What follows belongs to an exercise in optimizing a design on an open flow for small area; a production flow would make more cautious choices.
Where RTL was checked, it was by simulation tests only, not by an equivalence proof against the original.
Function not checked in runs 3 and 4: the RTL went through the layout flow alone.
Power is estimated from default activity; no workload was simulated.

===== flow/design.v =====
`timescale 1ns / 1ns
module k580vm80a
(
   input         pin_clk,        
   input         pin_f1,         
   input         pin_f2,         
   input         pin_reset,      
   output [15:0] pin_a,          
   output  [7:0] pin_dout,       
   input   [7:0] pin_din,        
   output        pin_aena,       
   output        pin_dena,       
   input         pin_hold,      
   output        pin_hlda,      
   input         pin_ready,     
   output        pin_wait,      
   input         pin_int,       
   output        pin_inte,      
   output        pin_sync,      
   output        pin_dbin,      
   output        pin_wr_n
);
wire  [7:0]    d;
reg   [7:0]    db, di;
reg   [15:0]   a;
wire           clk, f1, f2;
reg            abufena, db_ena, db_stb, dbin_pin, dbinf2;
reg            reset;
wire           ready;
wire           dbin_ext;
reg            t851, t404, t382, t383, t712, t735, t773;
reg            hold, hlda_pin;
wire           hlda, h889;
reg            wr_n, t1124, t1011, sync;
wire           ready_int;
reg   [15:0]   r16_pc, r16_hl, r16_de, r16_bc, r16_sp, r16_wz, mxo;
wire  [15:0]   mxi;
wire           mxr0, mxr1, mxr2, mxr3, mxr4, mxr5;
wire           mxwh, mxwl, mxrh, mxrl, mxw16, mxwadr;
wire           dec16, inc16, iad16;
reg            xchg_dh, xchg_tt, t3144;
wire           t1460, t1467, t1513, t1514, t1519;
wire           sy_inta, sy_wo_n, sy_hlta, sy_out, sy_m1, sy_inp, sy_memr;
reg            sy_stack;
wire           thalt, twt2;
reg            t1, t2, tw, t3, t4, t5;
reg            t1f1, t2f1, twf1, t3f1, t4f1, t5f1;
reg            m1, m2, m3, m4, m5;
reg            m1f1, m2f1, m3f1, m4f1, m5f1;
wire           start, ms0, ms1, m836, m839, m871;
reg            eom, t789, t887, t953, t976, t980;
reg            intr, inta, inte, mstart, minta;
wire           irq;
reg   [7:0]    i;
reg            i25, i14, i03;
wire           imx, acc_sel;
wire           id_op, id_io, id_in, id_popsw, id_pupsw,
               id_nop, id_lxi, id_inx, id_inr, id_dcr, id_idr, id_mvi, id_dad,
               id_dcx, id_opa, id_idm, id_hlt, id_mov, id_opm, id_pop, id_rst,
               id_cxx, id_jxx, id_rxx, id_ret, id_jmp, id_opi, id_out, id_11x,
               id_rlc, id_rxc, id_rar, id_sha, id_daa, id_cma, id_stc, id_cmc,
               id_add, id_adc, id_sub, id_sbb, id_ana, id_xra, id_ora, id_cmp,
               id_lsax, id_mvim, id_shld, id_lhld, id_mvmr, id_mvrm, id_push,
               id_xthl, id_sphl, id_pchl, id_xchg, id_call, id_eidi, id_stlda;
wire           id80, id81, id82, id83, id84, id85, id86, id00, id01,
               id02, id03, id04, id05, id06, id07, id08, id09, id10;
wire           goto, jmpflag;
reg            jmptake, tree0, tree1, tree2;
reg            t2806, t2817, t2819, t3047, t2998, t3363, t3403, t3335, t3361;
reg   [7:0]    xr, r, acc;
wire  [7:0]    x, s, c;
wire           cl, ch, daa, daa_6x, daa_x6;
wire           a398;
reg            a327, a357, a358;
wire           alu_xout, alu_xwr, alu_xrd, alu_ald, alu_awr, alu_ard,
               alu_rld, alu_r00, alu_rwr, alu_srd, alu_zrd, alu_frd;
reg            psw_z, psw_s, psw_p, psw_c, psw_ac, tmp_c;
reg            t2222, t1375, t1497, t1698, t1668, t1780, t1993, t1994;
reg            psw_ld, psw_wr, t2046, t2133, t2175;
assign clk        = pin_clk;
assign f1         = pin_f1;
assign f2         = pin_f2;
assign pin_a      = a;
assign pin_aena   = abufena;
assign pin_dout   = db;
assign pin_dena   = db_ena;
assign dbin_ext = dbinf2;
assign d[7]    = ~reset & ~alu_zrd &
               ( dbin_ext & di[7]
               | mxrl & mxo[7]
               | mxrh & mxo[15]
               | t1f1 & sy_memr
               | alu_xrd & xr[7]
               | alu_ard & acc[7]
               | alu_frd & psw_s
               | alu_srd & s[7] );
assign d[6]    = ~reset & ~alu_zrd &
               ( dbin_ext & di[6]
               | mxrl & mxo[6]
               | mxrh & mxo[14]
               | t1f1 & sy_inp
               | alu_xrd & xr[6]
               | alu_ard & acc[6]
               | alu_frd & psw_z
               | alu_srd & s[6] );
assign d[5]    = ~reset & ~alu_zrd &
               ( dbin_ext & di[5]
               | mxrl & mxo[5]
               | mxrh & mxo[13]
               | t1f1 & sy_m1
               | alu_xrd & xr[5]
               | alu_ard & acc[5]
               | alu_frd & 1'b0
               | alu_srd & s[5] );
assign d[4]    = ~reset & ~alu_zrd &
               ( dbin_ext & di[4]
               | mxrl & mxo[4]
               | mxrh & mxo[12]
               | t1f1 & sy_out
               | alu_xrd & xr[4]
               | alu_ard & acc[4]
               | alu_frd & psw_ac
               | alu_srd & s[4] );
assign d[3]    = ~reset & ~alu_zrd &
               ( dbin_ext & di[3]
               | mxrl & mxo[3]
               | mxrh & mxo[11]
               | t1f1 & sy_hlta
               | alu_xrd & xr[3]
               | alu_ard & acc[3]
               | alu_frd & 1'b0
               | alu_srd & s[3] );
assign d[2]    = ~reset & ~alu_zrd &
               ( dbin_ext & di[2]
               | mxrl & mxo[2]
               | mxrh & mxo[10]
               | t1f1 & sy_stack
               | alu_xrd & xr[2]
               | alu_ard & acc[2]
               | alu_frd & psw_p
               | alu_srd & s[2] );
assign d[1]    = ~reset & ~alu_zrd &
               ( dbin_ext & di[1]
               | mxrl & mxo[1]
               | mxrh & mxo[9]
               | t1f1 & sy_wo_n
               | alu_xrd & xr[1]
               | alu_ard & acc[1]
               | alu_frd & 1'b1
               | alu_srd & s[1] );
assign d[0]    = ~reset & ~alu_zrd &
               ( dbin_ext & di[0]
               | mxrl & mxo[0]
               | mxrh & mxo[8]
               | t1f1 & sy_inta
               | alu_xrd & xr[0]
               | alu_ard & acc[0]
               | alu_frd & psw_c
               | alu_srd & s[0] );
always @(posedge clk)
begin
   if (f2 & db_stb) db <= d;
   if (f2) abufena <=  (~twt2 | ~thalt) & ~hlda_pin;
   if (f1) db_stb <= t1 | (~sy_wo_n & t2);
   if (f1) t851 <= t1 | (~sy_wo_n & (t2 | tw | t3));
   if (f2) db_ena <= ~reset & t851;
end
always @(posedge clk)
begin
   if (f1) t404  <= pin_reset;
   if (f2) reset <= t404;
end
assign pin_hlda = hlda_pin;
assign hlda = hold & (t773 | (t3 & sy_wo_n) | (~m1 & sy_hlta) | t735);
assign h889 = t2f1 | twf1;
always @(posedge clk)
begin
   if (f1)  t712 <= ~sy_wo_n & t3;
   if (f2)  t735 <= t712;
   if (~f2) t382 <= pin_hold;
   if (f2)  t383 <= ((~t382 & hold) | t383);  
   if (~f2) t383 <= 1'b0;
   if (f2)  t773 <= hlda_pin;
   if (f1)  hlda_pin <= hlda;
end
always @(posedge clk)
begin
   if (reset)
      hold <= 1'b0;
   else
      if (f2)
         begin
            if (t382)
               begin
                  if (~sy_inta & h889) hold <= 1'b1;
               end
            else
               hold <= 1'b0;
         end
end
assign pin_dbin   = dbin_pin;
assign pin_wr_n   = wr_n;
assign pin_sync   = sync;
always @(posedge clk)
begin
   dbinf2 <= (f2 | dbin_pin) & ((t1124 & (m1f1 | ~sy_hlta)) | dbinf2);
   if (dbin_pin) di <= pin_din;
   if (f2) dbin_pin <= t1124 & (m1f1 | ~sy_hlta);
   if (f2) sync <= ~ready_int & t1011;
   if (f1) t1011 <= t1 & ~reset;
   if (f1) t1124 <= (t2 | tw) & sy_wo_n;
   if (f1) wr_n <= ~(t3 | tw) | ready_int | sy_wo_n;
end
assign ready_int = (m4 | m5) & id_dad;
assign ready = ready_int | pin_ready;
assign pin_wait = twf1;
assign      t1467    = tree1 | (id04 & t4f1 & ~id_xthl);
assign      t1519    = tree2 | (id00 & t4f1 & ~id_xthl);
assign      mxi      = inc16 ? (a + 16'h0001)
                     : dec16 ? (a - 16'h0001)
                     : a;
assign      inc16    = iad16 & ~dec16;
assign      dec16    = iad16 & id05 & (t4f1 | t5f1 | m4f1 | m5f1);
assign      iad16    = ~(id00 & (t4f1 | t5f1)) & (~minta | m5 | t3144);
assign      mxw16    = t3403;
assign      mxwadr   = t3363 | (t4f1 & ~id_dad & ~id_hlt);
assign      t1513    = (t4f1 & id07) | t3335;
assign      t1514    = (t4f1 & id08) | t3361;
assign      mxrh     = t2998 | (id08 & t4f1 & ~i03);
assign      mxrl     = t3047 | (id08 & t4f1 & i03);
assign      mxwh     = t2817 | (t2806 & ~i03);
assign      mxwl     = t2819 | (t2806 & i03);
assign      mxr0     = tree0;
assign      mxr1     =  xchg_dh & (((t1513 | t1514) & (~i14 & i25)) | t1519)
                     | ~xchg_dh & (t1513 | t1514) & (i14 & ~i25);
assign      mxr2     =  xchg_dh & (t1513 | t1514) & (i14 & ~i25)
                     | ~xchg_dh & (((t1513 | t1514) & (~i14 & i25)) | t1519);
assign      mxr3     = (t1513 | t1514) & (~i14 & ~i25);
assign      mxr4     = t1467 | (t1513 & i14 & i25);
assign      mxr5     = ~(t1467 | t1513 | t1514 | t1519 | mxr0);
always @ (posedge clk)
begin
      if (f1) t3144 <= t4 | t5 | (m4 & ~id02);
      xchg_tt <= id_xchg & t2;
      xchg_dh <= ~reset & ((xchg_tt & ~(id_xchg & t2)) ? ~xchg_dh : xchg_dh);
end
always @ (*)
case ({mxr0, mxr1, mxr2, mxr3, mxr4, mxr5})
   6'b100000:  mxo = r16_pc;
   6'b010000:  mxo = r16_hl;
   6'b001000:  mxo = r16_de;
   6'b000100:  mxo = r16_bc;
   6'b000010:  mxo = r16_sp;
   6'b000001:  mxo = r16_wz;
   default:    mxo = 16'h0000;
endcase
always @ (posedge clk)
if (f2)
begin
   if (mxwadr) a <= mxo;
   if (mxw16)
      begin
         if (mxr0) r16_pc <= mxi;
         if (mxr1) r16_hl <= mxi;
         if (mxr2) r16_de <= mxi;
         if (mxr3) r16_bc <= mxi;
         if (mxr4) r16_sp <= mxi;
         if (mxr5) r16_wz <= mxi;
      end
   else
      begin
         if (mxwl)
            begin
               if (mxr0) r16_pc[7:0] <= d;
               if (mxr1) r16_hl[7:0] <= d;
               if (mxr2) r16_de[7:0] <= d;
               if (mxr3) r16_bc[7:0] <= d;
               if (mxr4) r16_sp[7:0] <= d;
               if (mxr5) r16_wz[7:0] <= d;
            end
         if (mxwh)
            begin
               if (mxr0) r16_pc[15:8] <= d;
               if (mxr1) r16_hl[15:8] <= d;
               if (mxr2) r16_de[15:8] <= d;
               if (mxr3) r16_bc[15:8] <= d;
               if (mxr4) r16_sp[15:8] <= d;
               if (mxr5) r16_wz[15:8] <= d;
            end
      end
end
assign sy_hlta = id_hlt;
assign sy_m1   = m1;
assign sy_inp  = m5 & id_in;
assign sy_out  = m5 & id_out;
assign sy_inta = inta;
assign sy_memr = sy_wo_n & ~sy_inp & ~minta;
assign sy_wo_n  = m1 | m2 | m3 | (((m4 & ~id86) | (m5 & ~id85)) & ~ready_int);
always @(posedge clk)
begin
   if (f1)
      begin
         sy_stack <= (t1 & t1460)
                   | (t3 & m3 & id_cxx & ~jmptake)
                   | (t5 & m1 & id_rxx & ~jmptake);
      end
end
assign twt2    = (t2f1 | twf1) & ~start;
assign thalt   = ~m1 & sy_hlta;
always @(posedge clk)
begin
   if (f1)
      begin
         t1f1 <= t1 & ~reset;  
         t2f1 <= t2;
         twf1 <= tw;
         t3f1 <= t3;
         t4f1 <= t4;
         t5f1 <= t5;
      end
   if (f2)
      begin
         t1 <= start;
         t2 <= ~start & t1f1;
         tw <= ~start & (t2f1 | twf1) & (~ready | thalt);
         t3 <= ~start & (t2f1 | twf1) &  ready & ~thalt;
         t4 <= ~start & t3f1 & ms0 & ~ms1;
         t5 <= ~start & t4f1 & ms0 & ~ms1;
      end
end
assign m836 = m1f1 & id82;
assign m839 = ~t976 | ~sy_hlta;
assign m871 = t789 | id81;
assign start = ~m839
             | t953
             | (eom & ~(hold & t887))
             | (f2 & ((~t382 & hold) | t383) & ~(twf1 | t3f1 | t4f1 | t5f1));
assign ms0 = ~reset & m839 & ~(sy_stack & ~t1f1) & ~(eom & ~m836);
assign ms1 = ~reset & m839 & ~(sy_stack & ~t1f1) & ~(m871 & ~m836) & eom;
always @(posedge clk)
begin
   if (f1)
      begin
         t789 <= (id84 & m3) | (id83 & ~id_mvim & m4) | m5;
         t887 <= hold;
         t953 <= reset;
         t976 <= t980 & m4;
         eom <= t5
              | t4 & m1 & id80
              | t3 & m2
              | t3 & m3
              | t3 & m4
              | t3 & m5 & ~id_xthl;
      end
   if (f2)
      begin
         t980 <= sy_inta;
      end
end
always @(posedge clk)
begin
   if (f1)
      begin
         m1f1 <= m1;
         m2f1 <= m2;
         m3f1 <= m3;
         m4f1 <= m4;
         m5f1 <= m5;
      end
   if (f2)
      begin
         m1 <= (~ms0 & ~ms1) | (~ms1 & m1f1);
         m2 <= (~ms0 | ~ms1) & ((ms0 & m2f1) | (ms1 & m1f1));
         m3 <= (ms0 & m3f1) | (ms1 & m2f1);
         m4 <= (ms0 & m4f1) | (ms1 & m3f1) | (ms0 & ms1);
         m5 <= (ms0 & m5f1) | (ms1 & m4f1);
      end
end
assign irq = intr & inte & ~reset & ~hold;
assign pin_inte = inte;
always @(posedge clk)
begin
   if (f2) intr <= pin_int;
   if (f2) mstart <= ~ms0 & ~ms1;
   if (sy_inta) minta <= 1;
   if (f1 & t1 & m1) minta <= 0;
end
always @(posedge clk or posedge reset)
begin
   if (reset)
      begin
         inta <= 0;
         inte <= 0;
      end
   else
      begin
         if (f1)
            begin
               if (irq & ((tw & sy_hlta) | (mstart & ~id_eidi))) inta <= 1;
               if (~intr | id_eidi | (t5 & id_rst)) inta <= 0;
            end
         if (f2)
            begin
               if (t1f1 & id_eidi) inte <= i[3];
               if (t1f1 & sy_inta) inte <= 0;
            end
      end
end
function cmp
(
   input [7:0] i,
   input [7:0] c,
   input [7:0] m
);
   cmp = &(~(i ^ c) | m);
endfunction
assign imx     = ~(id_op | (id_mov & t4));
assign acc_sel = imx ? (i[5:3] == 3'b111) : (i[2:0] == 3'b111);
assign jmpflag =    (psw_c &  i14 & ~i25)     
                  | (psw_p & ~i14 &  i25)     
                  | (psw_z & ~i14 & ~i25)     
                  | (psw_s &  i14 &  i25);    
always @(posedge clk)
begin
   if (~f2 & (reset | (m1 & t3))) i <= pin_din;
   if (f1)
      begin
         i25 <= imx ? i[5] : i[2];
         i14 <= imx ? i[4] : i[1];
         i03 <= imx ? i[3] : i[0];
      end
end
assign goto    = id_rst | id_jmp | id_call | (jmptake & (id_cxx | id_jxx));
assign t1460   = (t1 & ( (m2 & id00)
                      | (m3 & id00)
                      | (m4 & (id01 | id04))
                      | (m5 & (id01 | id04)))
               | t2 & ( (m2 & id00)
                      | (m4 & id01)
                      | (m5 & id01))
               | t3 & ( (m4 & (id04 | id_sphl)))
               | t5 & ( (m1 & (id04 | id_sphl)))) & ~(~jmptake & id_cxx & t5);
always @(posedge clk)
begin
   if (f2 & t4f1)
      begin
         jmptake <= i03 ? jmpflag : ~jmpflag;
      end
   if (f1)
      begin
         tree0 <= t1 & ( (m1 & ~goto)
                       | (m2 & ~id_xthl)
                       | (m3 & ~id_xthl)
                       | (m4 & id02))
                | t2 & (  m1
                       | (m2 & ~id_xthl)
                       | (m3 & ~id_xthl)
                       | (m4 & (id02 | id_rst | id_cxx | id_call))
                       | (m5 & (id_rst | id_cxx | id_call)))
                | t3 & ( (m4 & (id_ret | id_rxx))
                       | (m5 & (id_ret | id_rxx)))
                | t5 & id_pchl;
         tree1 <= t1460;
         tree2 <= t1 & ( (m4 & (id_mov | id_idr | id_op))
                       | (m5 & id08))
                | t2 & ( (m4 & (id_shld | id00 | id_dad))
                       | (m5 & (id_shld | id00 | id_dad)))
                | t3 & ( (m4 & (id_lhld | id_dad))
                       | (m5 & (id_lhld | id_dad)))
                | t5 & m5;
         t2806 <= id08 & ((t3 & m4) | (t5 & m1));
         t2817 <= reset | (t3 & (m1 | m3 | (m4 & id_io) | (m5 & id06)));
         t2819 <= reset | (t3 & (m2 | (m4 & id06) | (m5 & id_rst)));
         t3047 <= m4 & (t1 | t2) & id_dad
                | t2 & ((m4 & id_shld) | (m5 & id03));
         t2998 <= (t1 | t2) & m5 & id_dad
                | t2 & ((m5 & id_shld) | (m4 & id03));
         t3403 <= t2 & ( (m1 | m2)
                       | (m3 & ~id_xthl)
                       | ((m4 | m5) & ~id_dad & ~id09))
                | t3 & m4 & id09
                | t5 & (m5 | (m1 & ~id08));
         t3363 <= t1 & (m1 | m2 | m3 | ((m4 | m5) & ~id_hlt & ~id_dad));
         t3335 <= id07 & ((t1 & (m4 | m5)) | (t3 & (m2 | m3)) | t5);
         t3361 <= t1 & m4 & id_lsax
                | t2 & id10 & ~sy_wo_n
                | t3 & id10 & sy_wo_n & (m4 | m5)
                | t5 & id08 & m1;
      end
end
assign id_nop     = cmp(i, 8'b00xxx000, 8'b00111000);
assign id_lxi     = cmp(i, 8'b00xx0001, 8'b00110000);
assign id_lsax    = cmp(i, 8'b000xx010, 8'b00011000);
assign id_inx     = cmp(i, 8'b00xx0011, 8'b00110000);
assign id_inr     = cmp(i, 8'b00xxx100, 8'b00111000);
assign id_dcr     = cmp(i, 8'b00xxx101, 8'b00111000);
assign id_idr     = cmp(i, 8'b00xxx10x, 8'b00111001);
assign id_mvi     = cmp(i, 8'b00xxx110, 8'b00111000);
assign id_dad     = cmp(i, 8'b00xx1001, 8'b00110000);
assign id_dcx     = cmp(i, 8'b00xx1011, 8'b00110000);
assign id_opa     = cmp(i, 8'b00xxx111, 8'b00111000);
assign id_idm     = cmp(i, 8'b0011010x, 8'b00000001);
assign id_stlda   = cmp(i, 8'b0011x010, 8'b00001000);
assign id_mvim    = cmp(i, 8'b00110110, 8'b00000000);
assign id_shld    = cmp(i, 8'b00100010, 8'b00000000);
assign id_lhld    = cmp(i, 8'b00101010, 8'b00000000);
assign id_mvmr    = cmp(i, 8'b01110xxx, 8'b00000111) & ~id_hlt;
assign id_mvrm    = cmp(i, 8'b01xxx110, 8'b00111000) & ~id_hlt;
assign id_hlt     = cmp(i, 8'b01110110, 8'b00000000);
assign id_mov     = cmp(i, 8'b01xxxxxx, 8'b00111111);
assign id_op      = cmp(i, 8'b10xxxxxx, 8'b00111111);
assign id_opm     = cmp(i, 8'b10xxx110, 8'b00111000);
assign id_pop     = cmp(i, 8'b11xx0001, 8'b00110000);
assign id_push    = cmp(i, 8'b11xx0101, 8'b00110000);
assign id_rst     = cmp(i, 8'b11xxx111, 8'b00111000);
assign id_xthl    = cmp(i, 8'b11100011, 8'b00000000);
assign id_sphl    = cmp(i, 8'b11111001, 8'b00000000);
assign id_pchl    = cmp(i, 8'b11101001, 8'b00000000);
assign id_xchg    = cmp(i, 8'b11101011, 8'b00000000);
assign id_cxx     = cmp(i, 8'b11xxx100, 8'b00111000);
assign id_jxx     = cmp(i, 8'b11xxx010, 8'b00111000);
assign id_rxx     = cmp(i, 8'b11xxx000, 8'b00111000);
assign id_ret     = cmp(i, 8'b110x1001, 8'b00010000);
assign id_call    = cmp(i, 8'b11xx1101, 8'b00110000);
assign id_eidi    = cmp(i, 8'b1111x011, 8'b00001000);
assign id_jmp     = cmp(i, 8'b1100x011, 8'b00001000);
assign id_io      = cmp(i, 8'b1101x011, 8'b00001000);
assign id_opi     = cmp(i, 8'b11xxx110, 8'b00111000);
assign id_in      = cmp(i, 8'b11011011, 8'b00000000);
assign id_popsw   = cmp(i, 8'b11110001, 8'b00000000);
assign id_out     = cmp(i, 8'b11010011, 8'b00000000);
assign id_11x     = cmp(i, 8'b11xxxxxx, 8'b00111111);
assign id_pupsw   = cmp(i, 8'b11110101, 8'b00000000);
assign id_rxc     = ~i[5] & i[3] & id_opa;
assign id_sha     = ~i[5]        & id_opa;
assign id_rlc     = (i[5:3] == 3'b000) & id_opa;
assign id_rar     = (i[5:3] == 3'b011) & id_opa;
assign id_daa     = (i[5:3] == 3'b100) & id_opa;
assign id_cma     = (i[5:3] == 3'b101) & id_opa;
assign id_stc     = (i[5:3] == 3'b110) & id_opa;
assign id_cmc     = (i[5:3] == 3'b111) & id_opa;
assign id_add     = (i[5:3] == 3'b000) & (id_op | id_opi);
assign id_adc     = (i[5:3] == 3'b001) & (id_op | id_opi);
assign id_sub     = (i[5:3] == 3'b010) & (id_op | id_opi);
assign id_sbb     = (i[5:3] == 3'b011) & (id_op | id_opi);
assign id_ana     = (i[5:3] == 3'b100) & (id_op | id_opi);
assign id_xra     = (i[5:3] == 3'b101) & (id_op | id_opi);
assign id_ora     = (i[5:3] == 3'b110) & (id_op | id_opi);
assign id_cmp     = (i[5:3] == 3'b111) & (id_op | id_opi);
assign id80       = id_lxi  | id_pop   | id_opm  | id_idm  | id_dad
                  | id_xthl | id_xchg  | id_jxx  | id_ret  | id_eidi
                  | id_nop  | id_stlda | id_mvmr | id_mvrm | id_hlt
                  | id_opa  | id_mvim  | id_jmp  | id_io   | id_opi
                  | id_mvi  | id_lsax  | id_lhld | id_shld | id_op;
assign id81       = id_dcx  | id_inx   | id_sphl | id_pchl | id_xchg
                  | id_eidi | id_nop   | id_opa  | id_op   | id_mov
                  | (id_idr & ~id82);
assign id82       = id_pop  | id_push  | id_opm  | id_idm  | id_dad
                  | id_rst  | id_ret   | id_rxx  | id_mvrm | id_mvmr
                  | id_hlt  | id_mvim  | id_io   | id_opi  | id_mvi
                  | id_lsax;
assign id83       = id_opm  | id_stlda | id_mvmr | id_mvrm | id_opi
                  | id_mvi  | id_lsax;
assign id84       = id_lxi  | id_jxx   | id_jmp;
assign id85       = id_push | id_idm   | id_rst  | id_xthl | id_cxx
                  | id_call | id_mvim  | id_shld | (id_io & ~i[3]);
assign id86       = id_push | id_rst   | id_xthl | id_cxx  | id_call
                  | id_mvmr | id_shld  | (~i[3] & (id_lsax | id_stlda));
assign id00       = id_xthl   | id_pchl  | id_sphl;
assign id01       = id_pop    | id_rxx   | id_ret;
assign id02       = id_mvi    | id_opi   | id_io;
assign id03       = id_rst    | id_push  | id_xthl | id_cxx  | id_call;
assign id04       = id_rst    | id_push  | id_xthl | id_cxx  | id_call;
assign id05       = id_rst    | id_push  | id_xthl | id_cxx  | id_call | id_dcx;
assign id06       = id_pop    | id_rxx   | id_ret  | id_dad  | id_lhld | id_io;
assign id07       = id_dcx    | id_inx   | id_lxi  | id_dad;
assign id08       = id_mov    | id_mvi   | id_idr  | id_op;
assign id09       = id_rst    | id_push  | id_xthl | id_cxx  | id_call | id_shld;
assign id10       = id_pop    | id_push  | id_mvrm | id_mvi;
assign alu_xwr  =  (a327 | t4f1 & (id_rst | id_out | ~id_11x));
assign alu_xout = ~(id_sub | id_sbb | id_cmp | id_cma);
assign alu_xrd  = t1698 | a358;
assign x = alu_xout ? xr : ~xr;
assign alu_ald = t2222 & ( id_adc | id_add | id_daa | id_xra | id_sbb
                         | id_sub | id_ana | id_ora | id_sha | id_cma);
assign alu_ard = t1375 | a398;
assign alu_awr = t1497 | a357;
assign alu_r00 = id_dcr & t4f1;
assign alu_srd = t1668;
assign alu_rwr = t1780;
assign alu_rld = t4f1 & (id_sha | id_op | id_opi);
assign daa = id_daa & t4f1;
assign daa_x6 = (acc[3] & (acc[2] | acc[1])) | psw_ac;
assign daa_6x = ((acc[3] & (acc[2] | acc[1])) & acc[4] & acc[7])
              | (acc[7] & (acc[6] | acc[5])) | tmp_c;
assign s  = {7'b0000000, id_rlc & c[7]}
          | ((id_rxc | id_ora | id_ana | id_xra) ? 8'h00 : (x + r + cl))
          | (id_rxc  ? {ch, r[7:1]} : 8'h00)
          | (id_ora  ? (x | r) : 8'h00)
          | (id_ana  ? (x & r) : 8'h00)
          | (id_xra  ? (x ^ r) : 8'h00);
assign cl = tmp_c & ~id_daa & ~id_rlc & ~id_ora & ~id_xra & ~id_rxc;
assign ch = tmp_c & id_rar | r[0] & ~id_rar;
assign c[0] = (r[0] & x[0]) | (cl & (r[0] | x[0]));
assign c[1] = (r[1] & x[1]) | (c[0] & (r[1] | x[1]));
assign c[2] = (r[2] & x[2]) | (c[1] & (r[2] | x[2]));
assign c[3] = (r[3] & x[3]) | (c[2] & (r[3] | x[3]));
assign c[4] = (r[4] & x[4]) | (c[3] & (r[4] | x[4]));
assign c[5] = (r[5] & x[5]) | (c[4] & (r[5] | x[5]));
assign c[6] = (r[6] & x[6]) | (c[5] & (r[6] | x[6]));
assign c[7] = (r[7] & x[7]) | (c[6] & (r[7] | x[7]));
assign alu_frd = t2046;  
assign alu_zrd = m1f1 & t3f1;
assign a398 = t1993 & ((t1994 & id08) | id_opa | id_stlda | id_lsax | id_io);
always @(posedge clk)
begin
   if (f1)
      begin
         t1375 <= t2 & m4 & id_pupsw;
         t1497 <= t3 & m5 & id_popsw;
         t1698 <= t5 & m1 & ~id_inr & ~id_dcr
                | t3 & m5 & id_rst;
         t1668 <= t2 & m5 & (id_inr | id_dcr)
                | t3 & m5 & id_dad
                | t3 & m4 & id_dad
                | t5 & m1 & (id_inr | id_dcr);
         t1780 <= t3 & m1
                | t1 & (m4 | m5) & id_dad;
         t2222 <= (t2 & m1) | (t1 & m5);
         a327  <= t3 & m4 & ~(id_dad | id_out | id_rst)
                | t2 & (m4 | m5) & id_dad;
         a357  <= t3 & m5 & (id_io | id_mvim) & sy_wo_n
                | t3 & m4 & (id_stlda | id_lsax | id_mvmr) & sy_wo_n
                | acc_sel & id08 & (t5 & m1 | t3 & m4);
         a358  <= t2 &  ~sy_wo_n & (id_io | id_mvim | id_stlda | id_lsax | id_mvmr);
         psw_ld   <= t3 & m4 & id_popsw;
         psw_wr   <= t2 & m1 & (id_opi | id_inr | id_dcr | id_daa | id_op);
         t2046    <= t2 & m5 & id_pupsw;   
         t1993    <= t4 & m1;
         t1994    <= acc_sel;
         t2133    <= ~id_rxc & c[7];
         t2175    <= t3 & m1
                   | t2 & m5 & id_dad;
      end
end
always @(posedge clk)
begin
   if (f2)
      begin
         if (alu_xwr) xr <= id_rst ? (i & 8'b00111000) : d;
         if (alu_awr) acc <= d;
         if (alu_ald) acc <= s;
         if (alu_rld) r <= acc;
         if (alu_rwr) r <= d;
         if (alu_r00) r <= 8'hff;
         if (daa)
            begin
               r[1] <= daa_x6;
               r[2] <= daa_x6;
               r[5] <= daa_6x;
               r[6] <= daa_6x;
            end
         if (psw_ld)
            begin
               psw_c  <= d[0];  
               psw_p  <= d[2];
               psw_ac <= d[4];
               psw_z  <= d[6];
               psw_s  <= d[7];
            end
         if (psw_wr)
            begin
               psw_p  <= ~(^s);
               psw_ac <= (c[3] & ~id_xra & ~id_ora & ~id_rxc) | (id_ana & (x[3] | r[3]));
               psw_z  <= ~(|s);
               psw_s  <= s[7];
            end
         if (t2222)
            begin
               if (id_xra | id_stc | id_ora | id_ana | id_cmc)
                  psw_c <= ~tmp_c;
               if (id_cmp | id_sbb | id_sub)
                  psw_c <= ~(t2133 | id_rxc & x[0]);
               if (id_dad | id_sha | id_adc | id_add)
                  psw_c <= t2133 | id_rxc & x[0];
            end
         if (daa & daa_6x)
                  psw_c <= 1'b1;
         if (t2175)
            tmp_c <= psw_c;
         if (t4f1)
            begin
               if (id_sbb)
                  tmp_c <= ~psw_c;
               if (id_inr | id_ora | id_xra | id_ana | id_cmp | id_sub)
                  tmp_c <= 1'b1;
               if (id_dad | id_cma | id_dcr | id_add | id_stc)
                  tmp_c <= 1'b0;
            end
      end
end
endmodule

===== flow/run.sh =====
#!/bin/bash
# synth_recipe.tcl (not shown) runs the flow's synth.tcl, then flattens the netlist and writes it again
# the make line also repeats each setting of config.mk as NAME=value (left out here)
make -C /OpenROAD-flow-scripts/flow DESIGN_CONFIG=/design/flow/config.mk WORK_HOME=/design/flow/orfs CLKGATE_MAP_FILE= SYNTH_SCRIPT=/design/flow/synth_recipe.tcl finish

===== flow/config.mk =====
export PLATFORM = sky130hd
export DESIGN_NAME = k580vm80a
export DESIGN_NICKNAME = k580vm80a
export VERILOG_FILES = /design/flow/design.v
export SDC_FILE = /design/flow/constraint.sdc
export NUM_CORES = 4
export LEC_CHECK = 0
export ABC_AREA = 1
export CAP_MARGIN = 20
export CORE_MARGIN = 2
export CORE_UTILIZATION = 40
export SLEW_MARGIN = 20

===== flow/constraint.sdc =====
create_clock -name core_clock -period 8.0 [get_ports {pin_clk}]
set_input_delay 1.6000 -clock core_clock [delete_from_list [all_inputs] [get_ports {pin_clk}]]
set_output_delay 1.6000 -clock core_clock [all_outputs]
set_load 0.01 [all_outputs]

==> reports/summary.txt, run 1 <==
Outcome - finished clean
Cell taking the most area after synthesis - edfxtp_1
R2r setup slk - 2.77 ns
H-tree depth - 1
Initial antenna violation count - 0
Worst vdd ir - 183 uV
Setup Fix Bufs, Post-CTS - 0
Hold Crit Class - reg -> reg
Initial Util - 0.405
Antenna cell count - 0
Launch point of the worst path - i[2]
Required time of the worst setup path - 8.23 ns
IO buf count - 46
Vias - 10500
Max Cap Viol - 0
Clock sinks - 253
M2 GR Usage - 0.392
Mapped cell area - 13200 um^2
Fin. max-slew vios - 0
Final period utilization - 0.654
Post-synth ARST share - 0.00791
DP Worst Slack - 2.89 ns
CTS clk-pin slew, worst paths - 0.06 ns
PwrDens - 232 nW/um^2
Fin crit period - 5.23 ns
Maximum clock rate - 191 MHz
Worst slew margin - 0.315
Vias in the first global route - 9931
Chip width - 185 um
Yosys top cell area share - 0.559
Largest buffer count on any clock path - 3
DRC - 0
Die Span Y - 185 um
Detail Route Antenna Nets - 0
Worst Reg-to-Reg Cells - 27
Fraction of layout cells with a size suffix above 1 - 0.0827
Static Leak - 0.00594 uW
Final worst slack - 2.77 ns
Critical path endpoint category - flop
P&R area growth vs syn - 13.8%
Met3 GRT Util - 0.0297
GPL Wtd Cong - 0.960
Pin count of the biggest net entering global routing - 47
Nets - 1458
Hold_ws - 0.427 ns
Final global-route overflow total - 0
Post-Route WL - 42300 um
Critical Path Source Type - flop
Num CTS Buffers - 28
Post-synthesis sequential area ratio - 0.572
Via density - 5.60
Met1 Track Usage GR - 0.362
Most common cell in the netlist - nand2_1
Die ar. - 34400 um^2
Tot GR Track Use - 0.250
CP Class - reg -> reg
Initial drt markers - 1162
Core Rows - 66
Crit path arrival time - 5.46 ns
Clock latency (worst-skew pair) - 0.57 ns
Avg WL per Cell - 22.5 um
GRT busiest layer - met2
Hold Buf Count CTS - 0
Synth area leaders - edfxtp_1 (56%), nand2_1 (7.8%), inv_1 (5.5%)
Clock root buffer - clkbuf_16
Post-synthesis register bit count - 253
First-pass GRT wire length - 63300 um
RR Startpoint - i[2]
Most instantiated cells after synthesis - nand2_1 (275), edfxtp_1 (245), inv_1 (194), nor2_1 (137), o21ai_0 (76)
Core area - 32500 um^2
RSZ-0062 raised after global routing - false
Synthesized net count - 1402
Post-CTS sizing - 0
Drt first pass iters - 6
Final setup vio count - 0
CTS tree - built
Skew final - 0.0132 ns
Ys Warns - 1
Final hold violations - 0
Dominant synthesized flop cell - edfxtp_1
IO Count - 47
Setup crit end - r16_wz[14]
Hpwl dp - 31800 um
TNS Setup - 0 ns
Mapped Cells - 1364
Final Util - 0.461
Worst R2R End - r16_wz[14]
Synthesized area per cell - 9.64 um^2
Synth cell types - 68
Post-synth EDFFs - 245
Worst-Margin Slew - 1.03 ns
Worst-path fanout max - 11
[area by class of cell]
type,count,area [um^2]
clock buffers,37,764
fillers,3124,17500
clock inverters,12,135
inverters,216,812
repair buffers,51,493
multi-input cells,870,4680
flip-flops and latches,253,7530
well taps,442,553
[cells by family (layout without fill, tap and decap cells)]
logic type | after synthesis | in the layout | synth area share
buf+inv | 241 | 316 | 0.0718
fa+ha+maj | 23 | 23 | 0.0230
flops | 253 | 253 | 0.572
compound gates | 259 | 259 | 0.128
simple gates | 565 | 565 | 0.190
xor+xnor | 23 | 23 | 0.0153
[cells in the final DEF, fill, tap and decap left out, drive strengths merged, types with 10 or more instances in the layout]
cell,n
o211ai,12
nand4,11
nor3,18
a22oi,13
a21oi,62
nand2,291
clkdlybuf4s50,45
a221oi,18
o21ai,90
nor4,12
o22ai,17
clkbuf,37
nor2,150
xor2,19
inv,214
clkinv,10
edfxtp,245
ha,21
nand3,67
[state kept, by name, indices dropped and copies added, names as in the netlist, 16 cells and up]
signal	flops
a	16
r16_sp	16
r16_wz	16
r16_pc	16
r16_de	16
r16_hl	16
r16_bc	16
[stage by stage]
stage	power [uW]	cell area, um^2	std cells
6_report	3470	15000	1881
5_1_grt	3610	15000	1881
4_1_cts	3490	15000	1881
3_5_place_dp	2210	14100	1832
3_3_place_gp	2210	14100	1832
2_1_floorplan	1990	13200	1364
[worst min-delay path by stage]
stage                     start  endpoint  cells after the start
after floorplan           reset      inta                      1
after global placement     t404     reset                      0
after detailed placement   t404     reset                      0
after CTS                  t712      t735                      0
after global routing       t404     reset                      0
final                      t712      t735                      0
[metal layers]
layer / up-vias / routed length (um)
li1: 4822 / -
met1: 5117 / 19100
met5: - / 0
met3: 86 / 2830
met4: 0 / 1290
met2: 507 / 19000
[critical path, stage by stage, from the launching register on]
cell and delay (ns):
edfxtp_1 0.56, nand3_1 0.17, nor2_2 0.29, inv_1 0.17, nor2_2 0.14, nand2_1 0.24, nand2_1 0.19, nor2_1 0.07
inv_1 0.08, fa_1 0.17, inv_1 0.07, fa_1 0.43, a21oi_1 0.14, o21ai_0 0.15, a21oi_1 0.16, o21ai_0 0.10
o21ai_0 0.16, a21oi_1 0.06, a21oi_1 0.11, o221ai_1 0.12, a21oi_1 0.33, nor2_1 0.09, a2111oi_2 0.24, nand3_1 0.13
nand2_2 0.13, inv_2 0.06, nand2_1 0.09, o21ai_0 0.22
[power by group]
group | internal (uW) | switching, uW | total (uW)
combinational | 168 | 365 | 533
sequential | 1590 | 77.9 | 1660
clock | 735 | 539 | 1270
total | 2490 | 982 | 3470
==> run 2, diff against run 1 <==
--- a/flow/config.mk
+++ b/flow/config.mk
@@ -5,7 +5,6 @@
 export SDC_FILE = /design/flow/constraint.sdc
 export NUM_CORES = 4
 export LEC_CHECK = 0
-export ABC_AREA = 1
 export CAP_MARGIN = 20
 export CORE_MARGIN = 2
 export CORE_UTILIZATION = 40
==> run 2 against run 1 <==
  * Still clean
  * Power up 3.9%
  * Sequential share of layout area fell by 3.0 points
  * Maximum frequency fell by 17%
  * First-iteration DRC count increased by 45%
  * Critical path type unchanged
==> reports/summary.txt, run 2 <==
CTS tree - built
Synthesized net count - 1357 (-3.2%)
Critical path's largest stage delay - 0.92 ns (+0.36 ns)
H-tree depth - 1 (unchanged)
Mapped cell area - 14100 um^2 (+7.2%)
Clock root buffer - clkbuf_16
Initial drt markers - 1680 (+45%)
Fillers - 3185 (+2.0%)
Clock latency (worst-skew pair) - 0.57 ns (about the same)
Initial Util - 0.407 (+0.00175)
Core Rows - 68 (+3.0%)
Core area - 34600 um^2 (+6.7%)
Avg WL per Cell - 26.5 um (+18%)
Post-synth ARST share - 0.00791 (unchanged)
Crit path arrival time - 6.53 ns (+1.07 ns)
Static Leak - 0.00557 uW (-6.3%)
Post-DP Area - 15000 um^2 (+6.5%)
Synth area leaders - edfxtp_1 (52%), nand2_1 (3.8%), a21oi_1 (2.9%)
Setup Fix Bufs, Post-CTS - 0 (unchanged)
Ys Warns - 1 (unchanged)
Worst-Margin Slew - 1.08 ns (+0.0474 ns)
Largest buffer count on any clock path - 3 (unchanged)
Vias in the first global route - 11200 (+13%)
Worst vdd ir - 137 uV (-25%)
Detail Route Antenna Nets - 0 (unchanged)
Initial antenna violation count - 0 (unchanged)
Required time of the worst setup path - 8.24 ns (about the same)
Vias - 11800 (+12%)
Sequential cell area - 7530 um^2 (unchanged)
Final worst slack - 1.71 ns (-1.06 ns)
Final hold violations - 0 (unchanged)
RR Startpoint - i[1]
Clock sinks - 253 (unchanged)
CP cell instances - nand3b_1 > a21oi_1 > buf_4 > a22oi_1 > o21ai_1 > xor2_1 > ha_1 > inv_1 > a2111oi_0 > o2111a_1 > a221oi_1 > o2111ai_1 > a21oi_1 > nor2_1 > o21ai_1 > o21ai_0
Final global-route overflow total - 0 (unchanged)
Buffer and inverter count on the worst path - 2 (-2)
Die ar. - 36800 um^2 (+7.0%)
PwrDens - 227 nW/um^2 (-2.3%)
Dominant synthesized flop cell - edfxtp_1
Hold Buf Count CTS - 0 (unchanged)
Drt first pass iters - 6 (unchanged)
Most instantiated cells after synthesis - edfxtp_1 (245), nand2_1 (141), nor2_1 (107), a21oi_1 (82), o21ai_0 (81)
P&R area growth vs syn - 12.9%
CTS clk-pin slew, worst paths - 0.06 ns (about the same)
Most common cell after layout, fill and taps aside - edfxtp_1
Top delay family on crit path - compound AO/OA/AOI/OAI gates
Nets - 1386 (-4.9%)
Hold Path Origin - t712
Fin. max-slew vios - 0 (unchanged)
IO buf count - 46 (unchanged)
Final Cell Area - 15900 um^2 (+6.4%)
Synthesized area per cell - 10.7 um^2 (+11%)
DRC - 0 (unchanged)
Final period utilization - 0.786 (+0.132)
Maximum clock rate - 159 MHz (-17%)
Post-CTS sizing - 0 (unchanged)
TNS Setup - 0 ns (unchanged)
Commonest non-fill, non-tap cells in the layout - edfxtp_1 (245), nand2_1 (141), nor2_1 (107)
Outcome - finished clean
Multi-input logic area - 6050 um^2 (+29%)
First-pass GRT wire length - 71400 um (+13%)
CP Class - reg -> reg
IO Count - 47 (unchanged)
Antenna cell count - 0 (unchanged)
Skew final - 0.0167 ns (+0.00354 ns)
Most common cell in the netlist - edfxtp_1
Critical path endpoint category - flop
Fraction of layout cells with a size suffix above 1 - 0.0854 (+0.00271)
Synth cell types - 99 (+46%)
Max Cap Viol - 0 (unchanged)
Worst-path fanout max - 24 (+13)
Die Span Y - 192 um (+3.4%)
Slowest stage cell, crit path - a2111oi_0
Post-synthesis sequential area ratio - 0.534 (-0.0382)
DP Worst Slack - 1.95 ns (-0.949 ns)
RSZ-0062 raised after global routing - false
Via density - 6.47 (+16%)
Hpwl dp - 34500 um (+8.5%)
Worst slew margin - 0.265 (-0.0501)
Hold_ws - 0.422 ns (-0.00544 ns)
GPL Wtd Cong - 0.987 (+2.9%)
Launch point of the worst path - i[1]
Tot GR Track Use - 0.262 (+0.0123)
Yosys top cell area share - 0.522 (-0.0374)
Pin count of the biggest net entering global routing - 60 (+28%)
Post-synth EDFFs - 245 (unchanged)
Post-synthesis register bit count - 253 (unchanged)
Fin crit period - 6.29 ns (+1.06 ns)
Mapped Cells - 1319 (-3.3%)
Cell taking the most area after synthesis - edfxtp_1
Final setup vio count - 0 (unchanged)
Chip width - 192 um (+3.4%)
Post-Route WL - 48300 um (+14%)
Critical Path Source Type - flop
Hold Crit Class - reg -> reg
Power, Total - 3610 uW (+3.9%)
Num CTS Buffers - 28 (unchanged)
-- run 2: cell types whose count changed after synthesis, sizes merged, moves of 21 or more --
cell and delta:
nand2 -150, clkbuf +28, nand2b +21, a21oi +22
nor2 -43, inv -160
-- run 2: power breakdown --
group	internal, uW	total [uW]	switching [uW]
registers	1580	1660	83.8
logic	215	619	404
clock network	770	1330	556
-- run 2: kinds of logic (layout without fill, tap and decap cells) --
family / after synthesis / after routing / share of synthesized area
compound gates: 412 / 412 / 0.216
xor+xnor: 29 / 29 / 0.0180
fa+ha+maj: 23 / 23 / 0.0215
buf+inv: 126 / 177 / 0.0379
flops: 253 / 253 / 0.534
mux: 16 / 16 / 0.0125
simple gates: 460 / 460 / 0.160
-- run 2: worst paths after layout --
| kind | slack, ns | cells past startpoint | end |
|---|---|---|---|
| worst max-delay path | 1.71 | 16 | r16_bc[8] |
| worst min-delay path | 0.42 | 0 | t735 |
| worst max register to register | 1.71 | 16 | r16_bc[8] |
| worst min register to register | 0.42 | 0 | t735 |
| max in group asynchronous | 7.33 | 1 | inte |
| min in group asynchronous | 0.45 | 1 | inta |
-- run 2: layout make-up --
type,instances,area share
multi-input combinational,940,0.380
tap,455,0.0358
clock inverter,15,0.0105
clock buffer,37,0.0480
timing repair buffer,71,0.0404
sequential,253,0.473
inverter,54,0.0127
-- run 2: stage by stage --
stage | utilization | instances
2_1_floorplan | - | 1319
3_3_place_gp | 0.433 | 1773
3_5_place_dp | 0.433 | 1773
4_1_cts | 0.460 | 1825
5_1_grt | 0.460 | 1825
6_report | 0.460 | 1825
-- run 2: layer usage --
metal  GRT usage  share of wire  up-vias
li1            -              -     5167
met5           0              0        -
met2       0.389           0.43      721
met4       0.109          0.042        0
met3      0.0557           0.10      144
met1       0.372           0.43     5781
==> run 3, diff against run 2 <==
--- a/flow/design.v
+++ b/flow/design.v
@@ -24,14 +24,15 @@
 reg   [7:0]    db, di;
 reg   [15:0]   a;
 wire           clk, f1, f2;
-reg            abufena, db_ena, db_stb, dbin_pin, dbinf2;
+reg            abufena, db_ena, dbin_pin, dbinf2;
 reg            reset;
 wire           ready;
 wire           dbin_ext;
-reg            t851, t404, t382, t383, t712, t735, t773;
+reg            t404, t382, t383, t735, t773;
 reg            hold, hlda_pin;
 wire           hlda, h889;
-reg            wr_n, t1124, t1011, sync;
+reg            wr_n, t1124, sync;
+wire           t1011;
 wire           ready_int;
 reg   [15:0]   r16_pc, r16_hl, r16_de, r16_bc, r16_sp, r16_wz, mxo;
 wire  [15:0]   mxi;
@@ -41,14 +42,16 @@
 reg            xchg_dh, xchg_tt, t3144;
 wire           t1460, t1467, t1513, t1514, t1519;
 wire           sy_inta, sy_wo_n, sy_hlta, sy_out, sy_m1, sy_inp, sy_memr;
-reg            sy_stack;
 wire           thalt, twt2;
 reg            t1, t2, tw, t3, t4, t5;
-reg            t1f1, t2f1, twf1, t3f1, t4f1, t5f1;
+reg            twf1;
+wire           t1f1, t2f1, t3f1, t4f1, t5f1;
 reg            m1, m2, m3, m4, m5;
-reg            m1f1, m2f1, m3f1, m4f1, m5f1;
+reg            m1f1;
+wire           m2f1, m3f1, m4f1, m5f1;
 wire           start, ms0, ms1, m836, m839, m871;
-reg            eom, t789, t887, t953, t976, t980;
+reg            t980;
+wire           t887, t953, t976;
 reg            intr, inta, inte, mstart, minta;
 wire           irq;
 reg   [7:0]    i;
@@ -66,17 +69,33 @@
                id02, id03, id04, id05, id06, id07, id08, id09, id10;
 wire           goto, jmpflag;
 reg            jmptake, tree0, tree1, tree2;
-reg            t2806, t2817, t2819, t3047, t2998, t3363, t3403, t3335, t3361;
+reg            t3403, t3361;
 reg   [7:0]    xr, r, acc;
 wire  [7:0]    x, s, c;
 wire           cl, ch, daa, daa_6x, daa_x6;
 wire           a398;
-reg            a327, a357, a358;
+reg            a327, a357;
 wire           alu_xout, alu_xwr, alu_xrd, alu_ald, alu_awr, alu_ard,
                alu_rld, alu_r00, alu_rwr, alu_srd, alu_zrd, alu_frd;
 reg            psw_z, psw_s, psw_p, psw_c, psw_ac, tmp_c;
-reg            t2222, t1375, t1497, t1698, t1668, t1780, t1993, t1994;
-reg            psw_ld, psw_wr, t2046, t2133, t2175;
+reg            t1497;
+wire           t2222, t1993;
+reg            psw_ld;
+assign t1011 = t1 & ~reset;
+assign t1f1  = t1 & ~reset;
+assign t2f1  = t2;
+assign t3f1  = t3;
+assign t4f1  = t4;
+assign t5f1  = t5;
+assign m2f1  = m2;
+assign m3f1  = m3;
+assign m4f1  = m4;
+assign m5f1  = m5;
+assign t887  = hold;
+assign t953  = reset;
+assign t976  = t980 & m4;
+assign t2222 = (t2 & m1) | (t1 & m5);
+assign t1993 = t4 & m1;
 assign clk        = pin_clk;
 assign f1         = pin_f1;
 assign f2         = pin_f2;
@@ -161,8 +180,6 @@
 begin
    if (f2 & db_stb) db <= d;
    if (f2) abufena <=  (~twt2 | ~thalt) & ~hlda_pin;
-   if (f1) db_stb <= t1 | (~sy_wo_n & t2);
-   if (f1) t851 <= t1 | (~sy_wo_n & (t2 | tw | t3));
    if (f2) db_ena <= ~reset & t851;
 end
 always @(posedge clk)
@@ -175,7 +192,6 @@
 assign h889 = t2f1 | twf1;
 always @(posedge clk)
 begin
-   if (f1)  t712 <= ~sy_wo_n & t3;
    if (f2)  t735 <= t712;
    if (~f2) t382 <= pin_hold;
    if (f2)  t383 <= ((~t382 & hold) | t383);  
@@ -207,7 +223,6 @@
    if (dbin_pin) di <= pin_din;
    if (f2) dbin_pin <= t1124 & (m1f1 | ~sy_hlta);
    if (f2) sync <= ~ready_int & t1011;
-   if (f1) t1011 <= t1 & ~reset;
    if (f1) t1124 <= (t2 | tw) & sy_wo_n;
    if (f1) wr_n <= ~(t3 | tw) | ready_int | sy_wo_n;
 end
@@ -300,9 +315,6 @@
 begin
    if (f1)
       begin
-         sy_stack <= (t1 & t1460)
-                   | (t3 & m3 & id_cxx & ~jmptake)
-                   | (t5 & m1 & id_rxx & ~jmptake);
       end
 end
 assign twt2    = (t2f1 | twf1) & ~start;
@@ -311,12 +323,7 @@
 begin
    if (f1)
       begin
-         t1f1 <= t1 & ~reset;  
-         t2f1 <= t2;
          twf1 <= tw;
-         t3f1 <= t3;
-         t4f1 <= t4;
-         t5f1 <= t5;
       end
    if (f2)
       begin
@@ -341,16 +348,6 @@
 begin
    if (f1)
       begin
-         t789 <= (id84 & m3) | (id83 & ~id_mvim & m4) | m5;
-         t887 <= hold;
-         t953 <= reset;
-         t976 <= t980 & m4;
-         eom <= t5
-              | t4 & m1 & id80
-              | t3 & m2
-              | t3 & m3
-              | t3 & m4
-              | t3 & m5 & ~id_xthl;
       end
    if (f2)
       begin
@@ -362,10 +359,6 @@
    if (f1)
       begin
          m1f1 <= m1;
-         m2f1 <= m2;
-         m3f1 <= m3;
-         m4f1 <= m4;
-         m5f1 <= m5;
       end
    if (f2)
       begin
@@ -468,20 +461,11 @@
                 | t3 & ( (m4 & (id_lhld | id_dad))
                        | (m5 & (id_lhld | id_dad)))
                 | t5 & m5;
-         t2806 <= id08 & ((t3 & m4) | (t5 & m1));
-         t2817 <= reset | (t3 & (m1 | m3 | (m4 & id_io) | (m5 & id06)));
-         t2819 <= reset | (t3 & (m2 | (m4 & id06) | (m5 & id_rst)));
-         t3047 <= m4 & (t1 | t2) & id_dad
-                | t2 & ((m4 & id_shld) | (m5 & id03));
-         t2998 <= (t1 | t2) & m5 & id_dad
-                | t2 & ((m5 & id_shld) | (m4 & id03));
          t3403 <= t2 & ( (m1 | m2)
                        | (m3 & ~id_xthl)
                        | ((m4 | m5) & ~id_dad & ~id09))
                 | t3 & m4 & id09
                 | t5 & (m5 | (m1 & ~id08));
-         t3363 <= t1 & (m1 | m2 | m3 | ((m4 | m5) & ~id_hlt & ~id_dad));
-         t3335 <= id07 & ((t1 & (m4 | m5)) | (t3 & (m2 | m3)) | t5);
          t3361 <= t1 & m4 & id_lsax
                 | t2 & id10 & ~sy_wo_n
                 | t3 & id10 & sy_wo_n & (m4 | m5)
@@ -616,31 +600,13 @@
 begin
    if (f1)
       begin
-         t1375 <= t2 & m4 & id_pupsw;
          t1497 <= t3 & m5 & id_popsw;
-         t1698 <= t5 & m1 & ~id_inr & ~id_dcr
-                | t3 & m5 & id_rst;
-         t1668 <= t2 & m5 & (id_inr | id_dcr)
-                | t3 & m5 & id_dad
-                | t3 & m4 & id_dad
-                | t5 & m1 & (id_inr | id_dcr);
-         t1780 <= t3 & m1
-                | t1 & (m4 | m5) & id_dad;
-         t2222 <= (t2 & m1) | (t1 & m5);
          a327  <= t3 & m4 & ~(id_dad | id_out | id_rst)
                 | t2 & (m4 | m5) & id_dad;
          a357  <= t3 & m5 & (id_io | id_mvim) & sy_wo_n
                 | t3 & m4 & (id_stlda | id_lsax | id_mvmr) & sy_wo_n
                 | acc_sel & id08 & (t5 & m1 | t3 & m4);
-         a358  <= t2 &  ~sy_wo_n & (id_io | id_mvim | id_stlda | id_lsax | id_mvmr);
          psw_ld   <= t3 & m4 & id_popsw;
-         psw_wr   <= t2 & m1 & (id_opi | id_inr | id_dcr | id_daa | id_op);
-         t2046    <= t2 & m5 & id_pupsw;   
-         t1993    <= t4 & m1;
-         t1994    <= acc_sel;
-         t2133    <= ~id_rxc & c[7];
-         t2175    <= t3 & m1
-                   | t2 & m5 & id_dad;
       end
 end
 always @(posedge clk)
@@ -699,4 +665,43 @@
             end
       end
 end
+wire           db_stb, t851, t712, sy_stack, eom, t789, t2806, t2817, t2819, t3047, t2998, t3363, t3335, t1375, t1698, t1668, t1780, a358, psw_wr, t2046, t1994, t2133, t2175;
+assign db_stb = t1 | (~sy_wo_n & t2);
+assign t851 = t1 | (~sy_wo_n & (t2 | tw | t3));
+assign t712 = ~sy_wo_n & t3;
+assign sy_stack = (t1 & t1460)
+                   | (t3 & m3 & id_cxx & ~jmptake)
+                   | (t5 & m1 & id_rxx & ~jmptake);
+assign eom = t5
+              | t4 & m1 & id80
+              | t3 & m2
+              | t3 & m3
+              | t3 & m4
+              | t3 & m5 & ~id_xthl;
+assign t789 = (id84 & m3) | (id83 & ~id_mvim & m4) | m5;
+assign t2806 = id08 & ((t3 & m4) | (t5 & m1));
+assign t2817 = reset | (t3 & (m1 | m3 | (m4 & id_io) | (m5 & id06)));
+assign t2819 = reset | (t3 & (m2 | (m4 & id06) | (m5 & id_rst)));
+assign t3047 = m4 & (t1 | t2) & id_dad
+                | t2 & ((m4 & id_shld) | (m5 & id03));
+assign t2998 = (t1 | t2) & m5 & id_dad
+                | t2 & ((m5 & id_shld) | (m4 & id03));
+assign t3363 = t1 & (m1 | m2 | m3 | ((m4 | m5) & ~id_hlt & ~id_dad));
+assign t3335 = id07 & ((t1 & (m4 | m5)) | (t3 & (m2 | m3)) | t5);
+assign t1375 = t2 & m4 & id_pupsw;
+assign t1698 = t5 & m1 & ~id_inr & ~id_dcr
+                | t3 & m5 & id_rst;
+assign t1668 = t2 & m5 & (id_inr | id_dcr)
+                | t3 & m5 & id_dad
+                | t3 & m4 & id_dad
+                | t5 & m1 & (id_inr | id_dcr);
+assign t1780 = t3 & m1
+                | t1 & (m4 | m5) & id_dad;
+assign a358 = t2 &  ~sy_wo_n & (id_io | id_mvim | id_stlda | id_lsax | id_mvmr);
+assign psw_wr = t2 & m1 & (id_opi | id_inr | id_dcr | id_daa | id_op);
+assign t2046 = t2 & m5 & id_pupsw;   
+assign t1994 = acc_sel;
+assign t2133 = ~id_rxc & c[7];
+assign t2175 = t3 & m1
+                   | t2 & m5 & id_dad;
 endmodule
--- a/flow/config.mk
+++ b/flow/config.mk
@@ -5,7 +5,11 @@
 export SDC_FILE = /design/flow/constraint.sdc
 export NUM_CORES = 4
 export LEC_CHECK = 0
+export ABC_AREA = 1
 export CAP_MARGIN = 20
 export CORE_MARGIN = 2
-export CORE_UTILIZATION = 40
+export CORE_UTILIZATION = 55
+export CTS_BUF_LIST = sky130_fd_sc_hd__clkbuf_4
+export CTS_CLUSTER_DIAMETER = 40
+export CTS_CLUSTER_SIZE = 10
 export SLEW_MARGIN = 20
==> run 3 against run 2 <==
  * Synthesized area down 13%
  * Combinational power down 12%
  * Still clean
  * Design area fell by 16%
  * First-iteration DRC count decreased by 15%
  * Worst setup slack better by 1.3 ns
  * Routed wire length fell by 21%
  * Register-to-register slack gained 1.3 ns
==> reports/summary.txt, run 3 <==
Post-synthesis register bit count - 216 (-15%)
Detail Route Antenna Nets - 0 (unchanged)
Initial drt markers - 1436 (-15%)
Hpwl dp - 28600 um (-17%)
Hold Buf Count CTS - 0 (unchanged)
Largest buffer count on any clock path - 3 (unchanged)
Vias in the first global route - 9835 (-12%)
CP Class - reg -> reg
Skew final - 0.0418 ns (+0.0251 ns)
Static Leak - 0.00540 uW (-3.0%)
Fraction of layout cells with a size suffix above 1 - 0.111 (+0.0252)
Setup Fix Bufs, Post-CTS - 0 (unchanged)
TNS Setup - 0 ns (unchanged)
Max Cap Viol - 0 (unchanged)
Fin. max-slew vios - 0 (unchanged)
Mapped cell area - 12300 um^2 (-13%)
Slowest stage cell, crit path - edfxtp_1
Post-synthesis sequential area ratio - 0.523 (-0.0110)
Final global-route overflow total - 0 (unchanged)
Final hold violations - 0 (unchanged)
P&R area growth vs syn - 8.92%
DRC - 0 (unchanged)
Critical Path Source Type - flop
RSZ-0062 raised after global routing - false
Worst slew margin - 0.277 (+0.0128)
Most common cell after layout, fill and taps aside - nand2_1
Critical path endpoint category - flop
Core area - 21900 um^2 (-37%)
Synthesized net count - 1381 (+1.8%)
Critical path's largest stage delay - 0.66 ns (-0.26 ns)
Dominant synthesized flop cell - edfxtp_1
IO buf count - 46 (unchanged)
CTS clk-pin slew, worst paths - 0.11 ns (+0.05 ns)
Commonest non-fill, non-tap cells in the layout - nand2_1 (287), edfxtp_1 (208), inv_1 (164)
Post-CTS sizing - 0 (unchanged)
Synth cell types - 63 (-36%)
Final period utilization - 0.622 (-0.164)
Initial antenna violation count - 1 (+1)
Most common cell in the netlist - nand2_1
Top delay family on crit path - simple AND/OR/NAND/NOR gates
Die ar. - 23500 um^2 (-36%)
Required time of the worst setup path - 8.34 ns (+0.10 ns)
Final setup vio count - 0 (unchanged)
Final Util - 0.610 (+0.151)
CTS tree - built
Maximum clock rate - 201 MHz (+26%)
First-pass GRT wire length - 57800 um (-19%)
Fin crit period - 4.97 ns (-1.31 ns)
Core Rows - 54 (-21%)
Worst-path fanout max - 13 (-46%)
GPL Wtd Cong - 1.01 (+2.5%)
Crit path arrival time - 5.32 ns (-1.21 ns)
Post-synth ARST share - 0.00926 (+0.00135)
Num CTS Buffers - 34 (+21%)
Hold Crit Class - reg -> reg
Most frequent CP cell - nand2_1
Via density - 6.09 (-5.9%)
Drt first pass iters - 6 (unchanged)
Yosys top cell area share - 0.509 (-0.0128)
Mapped Cells - 1342 (+1.7%)
Synthesized area per cell - 9.14 um^2 (-14%)
Avg WL per Cell - 22.4 um (-16%)
Die Span Y - 153 um (-20%)
Pin count of the biggest net entering global routing - 33 (-45%)
Buffer and inverter count on the worst path - 6 (+4)
IO Count - 47 (unchanged)
Synth area leaders - edfxtp_1 (51%), nand2_1 (8.8%), inv_1 (5.0%)
Post-Route WL - 38000 um (-21%)
Clock root buffer - clkbuf_4
Tot GR Track Use - 0.321 (+0.0588)
Vias - 10400 (-12%)
H-tree depth - 2 (+1)
Ys Warns - 1 (unchanged)
Chip width - 153 um (-20%)
Most instantiated cells after synthesis - nand2_1 (287), edfxtp_1 (208), inv_1 (164), nor2_1 (129), nand3_1 (96)
Cell taking the most area after synthesis - edfxtp_1
Worst vdd ir - 170 uV (+24%)
Worst-Margin Slew - 1.08 ns (+0.00352 ns)
Post-synth EDFFs - 208 (-15%)
Clock latency (worst-skew pair) - 0.66 ns (+0.09 ns)
Initial Util - 0.560 (+0.153)
PwrDens - 201 nW/um^2 (-11%)
Outcome - finished clean
Nets - 1438 (+3.8%)
Clock sinks - 216 (-15%)
run 3: changes by cell type in the layout (fill, tap and decap cells not counted), sizes merged, moves of 15 or more:
| cell | before | now |
|---|---|---|
| o21ai | 93 | 73 |
| nand4 | 12 | 32 |
| buf | 26 | 3 |
| a222oi | 15 | 0 |
| nand2 | 141 | 313 |
| inv | 54 | 184 |
| edfxtp | 245 | 208 |
| nand2b | 21 | 0 |
| nand3 | 48 | 108 |
| nor2b | 19 | 0 |
| and2 | 18 | 2 |
| a21oi | 84 | 62 |
| nor2 | 107 | 144 |
run 3: path summary, 6_finish.rpt:
check                       from   endpoint  slack, ns  cells after the start
max                         i[2]  r16_sp[6]       3.03                     27
min                         t404      reset       0.41                      0
max reg2reg                 i[2]  r16_sp[6]       3.03                     27
min reg2reg                 t404      reset       0.41                      0
max in group asynchronous  reset       inte       7.38                      1
min in group asynchronous  reset       inta       0.42                      1
run 3: area by class of cell:
cell class	instances	area, um^2
diodes	1	2.50
clock buffers	42	315
clock inverters	15	119
fillers	1957	8530
inverters	186	706
multi-input cells	912	4970
flip-flops and latches	216	6420
well taps	280	350
repair buffers	49	483
run 3: metrics by stage:
stage	power [uW]	std cells	setup WS [ns]	cell area, um^2	hold slack (ns)
6_report	2690	1701	3.03	13400	0.411
5_1_grt	2800	1701	2.41	13400	0.420
4_1_cts	2680	1700	3.07	13400	0.414
3_5_place_dp	1990	1643	3.08	12900	0.376
3_3_place_gp	1980	1643	3.17	12900	0.368
2_1_floorplan	1780	1342	3.87	12300	0.238
run 3: cells by family (layout without fill, tap and decap cells):
kind of cell,Yosys count,in the layout,share of synthesized area
simple gates,637,637,0.242
compound gates,226,226,0.119
flops,216,216,0.523
buf+inv,214,292,0.0724
fa+ha+maj,24,24,0.0257
xor+xnor,24,24,0.0171
mux,1,1,0.000816
other cells,0,1,0
run 3: worst reg2reg max path, delay by kind of cell, from the launching register on:
kind / cells / cell delay (ns)
DFF: 1 / 0.66
buffers and inverters: 6 / 0.60
adders and majority gates: 2 / 0.65
and+or+nand+nor: 14 / 1.74
AOI/OAI and AO/OA: 5 / 1.04
run 3: metal layers:
metal | share of wire | track usage | vias up | wire (um)
met5 | 0 | 0 | - | 0
met4 | 0.029 | 0.0944 | 0 | 1120
met3 | 0.095 | 0.0612 | 95 | 3600
met2 | 0.44 | 0.481 | 560 | 16800
met1 | 0.43 | 0.479 | 4931 | 16500
li1 | - | - | 4780 | -
run 3: where the power goes:
group	total, uW	leakage, uW	internal, uW	switching, uW
clock	717	0.000248	293	424
combinational	545	0.00308	175	369
sequential	1430	0.00207	1360	71.4
total	2690	0.00540	1820	865
==> run 4, diff against run 3 <==
--- a/flow/config.mk
+++ b/flow/config.mk
@@ -9,7 +9,7 @@
 export CAP_MARGIN = 20
 export CORE_MARGIN = 2
 export CORE_UTILIZATION = 55
-export CTS_BUF_LIST = sky130_fd_sc_hd__clkbuf_4
-export CTS_CLUSTER_DIAMETER = 40
-export CTS_CLUSTER_SIZE = 10
+export CTS_BUF_LIST = sky130_fd_sc_hd__clkbuf_8
+export CTS_CLUSTER_DIAMETER = 60
+export CTS_CLUSTER_SIZE = 20
 export SLEW_MARGIN = 20
==> run 4 against run 3 <==
  * First-iteration DRC count up 0.49%
  * Final cell count down 1.4%
  * Largest power group unchanged
  * Maximum frequency down 0.50%
  * Clock power down 6.6%
  * Still clean
  * Critical endpoint is now r16_hl[6]
  * Clock skew about the same
==> reports/summary.txt, run 4 <==
Synthesized area per cell - 9.14 um^2 (unchanged)
Most instantiated cells after synthesis - nand2_1 (287), edfxtp_1 (208), inv_1 (164), nor2_1 (129), nand3_1 (96)
Yosys top cell area share - 0.509 (unchanged)
Critical path endpoint category - flop
CP Class - reg -> reg
Synth area leaders - edfxtp_1 (51%), nand2_1 (8.8%), inv_1 (5.0%)
Commonest non-fill, non-tap cells in the layout - nand2_1 (287), edfxtp_1 (208), inv_1 (169)
Skew final - 0.0417 ns (-0.000128 ns)
Post-Route WL - 38000 um (-0.17%)
H-tree depth - 1 (-1)
Final hold violations - 0 (unchanged)
Sequential power share - 0.540 (+0.009)
Initial drt markers - 1443 (+0.49%)
Crit path arrival time - 5.25 ns (-0.07 ns)
Chip width - 153 um (unchanged)
Vias in the first global route - 9737 (-1.0%)
Outcome - finished clean
Switching power - 865 uW (about the same)
Tot GR Track Use - 0.318 (-0.00274)
P&R area growth vs syn - 8.51%
Most common cell in the netlist - nand2_1
Clock sinks - 216 (unchanged)
Detail Route Antenna Nets - 0 (unchanged)
Post-synthesis register bit count - 216 (unchanged)
Fraction of layout cells with a size suffix above 1 - 0.0938 (-0.0168)
Setup Fix Bufs, Post-CTS - 0 (unchanged)
Via density - 6.19 (+1.5%)
First-pass GRT wire length - 57500 um (-0.63%)
Clk pwr share - 0.254 (-0.013)
Vias - 10400 (+0.11%)
IO buf count - 46 (unchanged)
RSZ-0062 raised after global routing - false
Required time of the worst setup path - 8.25 ns (-0.09 ns)
Num CTS Buffers - 19 (-44%)
TNS Setup - 0 ns (unchanged)
Clock latency (worst-skew pair) - 0.58 ns (-0.08 ns)
Fillers - 1933 (-1.2%)
Post-synthesis sequential area ratio - 0.523 (unchanged)
GPL Wtd Cong - 1.01 (unchanged)
Fin. max-slew vios - 0 (unchanged)
Worst-path fanout max - 13 (unchanged)
Hold Buf Count CTS - 0 (unchanged)
Synth cell types - 63 (unchanged)
Antenna cell count - 0 (-1)
Ys Warns - 1 (unchanged)
Cell taking the most area after synthesis - edfxtp_1
Final period utilization - 0.625 (+0.00310)
Final Cell Area - 13300 um^2 (-0.38%)
Avg WL per Cell - 22.6 um (+1.3%)
Critical Path Source Type - flop
Hpwl dp - 28600 um (unchanged)
Post-synth EDFFs - 208 (unchanged)
Worst vdd ir - 182 uV (+7.4%)
Mapped cell area - 12300 um^2 (unchanged)
Combinational share of power - 0.206 (+0.003)
Final setup vio count - 0 (unchanged)
Nets - 1423 (-1.0%)
Die Span Y - 153 um (unchanged)
Post-CTS sizing - 0 (unchanged)
Initial Util - 0.560 (unchanged)
Worst slew margin - 0.280 (+0.00235)
PwrDens - 199 nW/um^2 (-1.3%)
Max Cap Viol - 0 (unchanged)
Core Rows - 54 (unchanged)
Dominant synthesized flop cell - edfxtp_1
Total internal power - 1780 uW (-2.5%)
Pin count of the biggest net entering global routing - 33 (unchanged)
Core area - 21900 um^2 (unchanged)
Most frequent CP cell - nand2_1
Drt first pass iters - 19 (+13)
IO Count - 47 (unchanged)
run 4: changes by cell type in the layout (fill, tap and decap cells not counted), sizes merged:
cell	before	now
diode	1	0
bufinv	1	0
clkinv	13	8
inv	184	191
clkinvlp	3	2
clkbuf	42	19
run 4: routing by layer:
layer | wire length [um] | part of all wire | up-vias | global-route usage
li1 | - | - | 4740 | -
met5 | 0 | 0 | - | 0
met3 | 3850 | 0.10 | 87 | 0.0536
met4 | 1150 | 0.030 | 0 | 0.0970
met1 | 16200 | 0.43 | 4937 | 0.475
met2 | 16700 | 0.44 | 613 | 0.481
run 4: worst max-delay path, delay by kind of cell, from the launching register on:
| kind | cells | cell delay (ns) |
|---|---|---|
| and+or+nand+nor | 14 | 1.75 |
| DFF | 1 | 0.67 |
| AOI/OAI and AO/OA | 5 | 1.04 |
| adders and majority gates | 2 | 0.65 |
| buffers and inverters | 6 | 0.58 |
run 4: layout make-up:
type | instances | area, um^2 | share of cell area
flip-flops and latches | 216 | 6420 | 0.482
multi-input cells | 912 | 4970 | 0.373
inverters | 186 | 706 | 0.0530
repair buffers | 49 | 483 | 0.0363
well taps | 280 | 350 | 0.0263
clock buffers | 19 | 262 | 0.0196
clock inverters | 15 | 124 | 0.00930
run 4: worst paths after layout:
kind | slack, ns | startpoint | depth (start not counted) | end
worst min register to register | 0.41 | reset | 1 | inte
worst min-delay path | 0.41 | reset | 1 | inte
worst max-delay path | 3.00 | i[2] | 27 | r16_hl[6]
min in group core_clock | 0.43 | t404 | 0 | reset
worst max register to register | 3.00 | i[2] | 27 | r16_hl[6]
max in group asynchronous | 7.39 | reset | 1 | inta
run 4: metrics by stage:
stage               worst slack [ns]  utilization  instances  hold WS, ns
floorplan                       3.87            -       1342        0.238
global placement                3.17        0.590       1643        0.368
detailed placement              3.08        0.590       1643        0.376
CTS                             3.07        0.608       1677        0.413
global route                    2.43        0.608       1677        0.446
finish                          3.00        0.608       1677        0.412
run 4: power groups by stage:
stage	sequential, uW	combinational, uW	clock [uW]
CTS	1430	537	671
floorplan	1420	361	0
detailed placement	1450	534	0
global placement	1450	530	0
global route	1440	599	709
finish	1430	545	670
run 4: cell families after synthesis:
kind of cell,after synthesis,share of synthesized area
compound gates,226,0.119
xor+xnor,24,0.0171
fa+ha+maj,24,0.0257
buf+inv,214,0.0724
flops,216,0.523
mux,1,0.000816
simple gates,637,0.242
